Source: an optimization exercise on an open RTL-to-GDS flow (aim: small area and a short achievable clock period). Production flows keep margins and buffers that such runs may drop.
RTL that was checked went through simulation tests only; none was proved equivalent to the original.
Power figures rest on the tool's default switching activity, not on a simulated workload.

==> flow/design.v (excerpt) <==
module processor (clk, reset, imem_addr, imem_data, dmem_addr, dmem_wdata, dmem_we, dmem_re, dmem_rdata);
Size: ~3000 cells after synthesis, ~730 flip-flops, ~120 I/O pins, about 36000 µm² of cells after synthesis.
clock: 8.5 ns
lec_check: 0
cap_margin: 20
core_margin: 2
core_utilization: 40
setup_slack_margin: 5.0
slew_margin: 20
synth_hierarchical: 1
synth_minimum_keep_size: 0
run.sh (not shown) runs the stock make flow with config.mk's settings and CLKGATE_MAP_FILE= SYNTH_SCRIPT=/design/flow/synth_recipe.tcl, a recipe that flattens the netlist after the stock synthesis.
==> next run, changes <==
--- a/flow/design.v
+++ b/flow/design.v
@@ -7,22 +7,23 @@
 	output dmem_we, dmem_re;
 	input [31:0] dmem_rdata;
 	wire [31:0] I = imem_data;
 	reg [31:0] pc_p;	 
 	reg [11:0] pc_t;	 
 	reg        pc_tk;	 
 	reg        pc_tk_o;	 
 	wire [31:0] pc = pc_tk ? {20'd0, pc_t} : pc_p;
 	reg [31:0] rf [0:15];
 	reg        ex_ld, ex_st, ex_wr, ex_fw, ex_jal;
 	reg [31:0] ex_a, ex_b;
+	reg [31:0] ex_pc1;	 
 	reg [3:0]  ex_dst;
 	reg        ex_add, ex_ykeep, ex_yinv, ex_cin;	 
 	reg        ex_shl, ex_shr, ex_asr, ex_lch;	 
 	reg [3:0]  ex_tlo, ex_thi;	 
 	reg        ex_one;	 
 	reg        ex_hold;	 
 	reg        ex_f0m5, ex_f0asl, ex_f5z, ex_f5lsl;	 
 	reg        wb_wr, wb_fw, wb_jal;
 	reg [31:0] wb_val, wb_pc;
 	reg [3:0]  wb_dst;
 	reg [1:0]  fl_q;	 
@@ -125,23 +126,23 @@
 	wire [15:0] sb = d30 & ~({16{is_lit}} | m_ex | m_wb);
 	wire [31:0] a_rd, b_rd;
 	genvar gi;
 	generate
 		for (gi = 0; gi < 32; gi = gi + 1) begin : rd
 			wire [15:0] col = {rf[15][gi], rf[14][gi], rf[13][gi], rf[12][gi], rf[11][gi], rf[10][gi], rf[9][gi], rf[8][gi],
 			                   rf[7][gi], rf[6][gi], rf[5][gi], rf[4][gi], rf[3][gi], rf[2][gi], rf[1][gi], rf[0][gi]};
 			sel_or17 ua ({fa_wb, sa}, {wb_val[gi], col}, a_rd[gi]);
 			sel_or18 ub ({is_lit, fb_wb, sb}, {imm[gi], wb_val[gi], col}, b_rd[gi]);
 		end
 	endgenerate
-	wire [31:0] a_in = is_jal ? pc1 : fa_ex ? ex_res : a_rd;
+	wire [31:0] a_in = fa_ex ? ex_res : a_rd;
 	wire [31:0] b_in = fb_ex ? ex_res : b_rd;
 	wire [31:0] A = ex_a, B = ex_b;
 	wire [31:0] Y = (B & {32{ex_ykeep}}) ^ {32{ex_yinv}};
 	wire [31:0] ag = A & Y;
 	wire [31:0] ap = A ^ Y;
 	wire [31:0] g0 = {ag[31:1], ag[0] | (ap[0] & ex_cin)};
 	wire [31:0] g1 = g0 | (ap & {g0[30:0], 1'b0});
 	wire [31:0] p1 = ap & {ap[30:0], 1'b0};
 	wire [31:0] g2 = g1 | (p1 & {g1[29:0], 2'b0});
 	wire [31:0] p2 = p1 & {p1[29:0], 2'b0};
 	wire [31:0] g3 = g2 | (p2 & {g2[27:0], 4'b0});
@@ -260,26 +261,27 @@
 			ex_f5z <= d_f5z;
 			ex_f5lsl <= d_f5lsl;
 			wb_wr <= ex_wr;
 			wb_jal <= ex_jal;
 			wb_fw <= ex_fw;
 			fl_q <= fl;
 			f0_q <= f0;
 			f5_q <= f5;
 		end
 		ex_a <= a_in;
 		ex_b <= b_in;
+		ex_pc1 <= pc1;
 		ex_dst <= dst;
 		pc_tk <= tk_next;
 		wb_val <= ex_res;
-		wb_pc <= ex_a;
+		wb_pc <= ex_pc1;
 		wb_dst <= ex_dst;
 		if (wb_wr)
 			rf[wb_dst] <= wb_jal ? wb_pc : wb_val;
 	end
 	assign imem_addr = pc_tk_o ? pc_t[9:0] : pc_p[9:0];
 	assign dmem_addr = ex_a[9:0];
 	assign dmem_wdata = ex_b;
 	assign dmem_we = ex_st;
 	assign dmem_re = ex_ld;
 endmodule
 module aoi3 (s, d, y);
Via count came out lower by 1.9%.
Worst setup slack loses 0.17 ns.
Clock power came out higher by about 6%.
Sequential cell count came out higher by 32.
Final area came out lower by 0.42%.
Non-clock buffer count came out lower by 47.
Global-route usage came out lower by 1.8 points.
Worst hold slack loses 0.15 ns.
Core utilization came out lower by 0.62 points.
Cell count came out lower by 0.82%.
Wire length came out lower by 4.1%.
Clock-buffer cell count came out higher by 3.
Sequential power came out higher by about 1%.
For the second run of this note, only the layout was checked, not whether the RTL still works.

[re-timing with driven ports]
Ports are ideal in the flow. The routed layouts listed here were re-timed in OpenROAD. Step 1 assumes that a clkbuf_16 drives the clock port and a buf_2 every other input. Step 2 times the ports against the registers' clock, not the clock port: input delays grow and output delays shrink by t, the midpoint of the rising clock arrivals with the driver on. Three values: no drivers, after step 1, after step 2; two values: the first two.
run	t, ns	setup slack, ns	worst hold slack (ns)	worst data-port slew with drivers (ns)
the first run	0.708	4.383 / 4.372 / 3.664	0.460 / 0.460 / 0.460	0.10
the second run	0.716	4.214 / 4.239 / 3.524	0.307 / 0.307 / 0.307	0.10
After both steps every run listed still meets setup and hold. The setup slack of the first run, which loses most, moves by -0.011 ns with the drivers and by -0.719 ns with both steps.
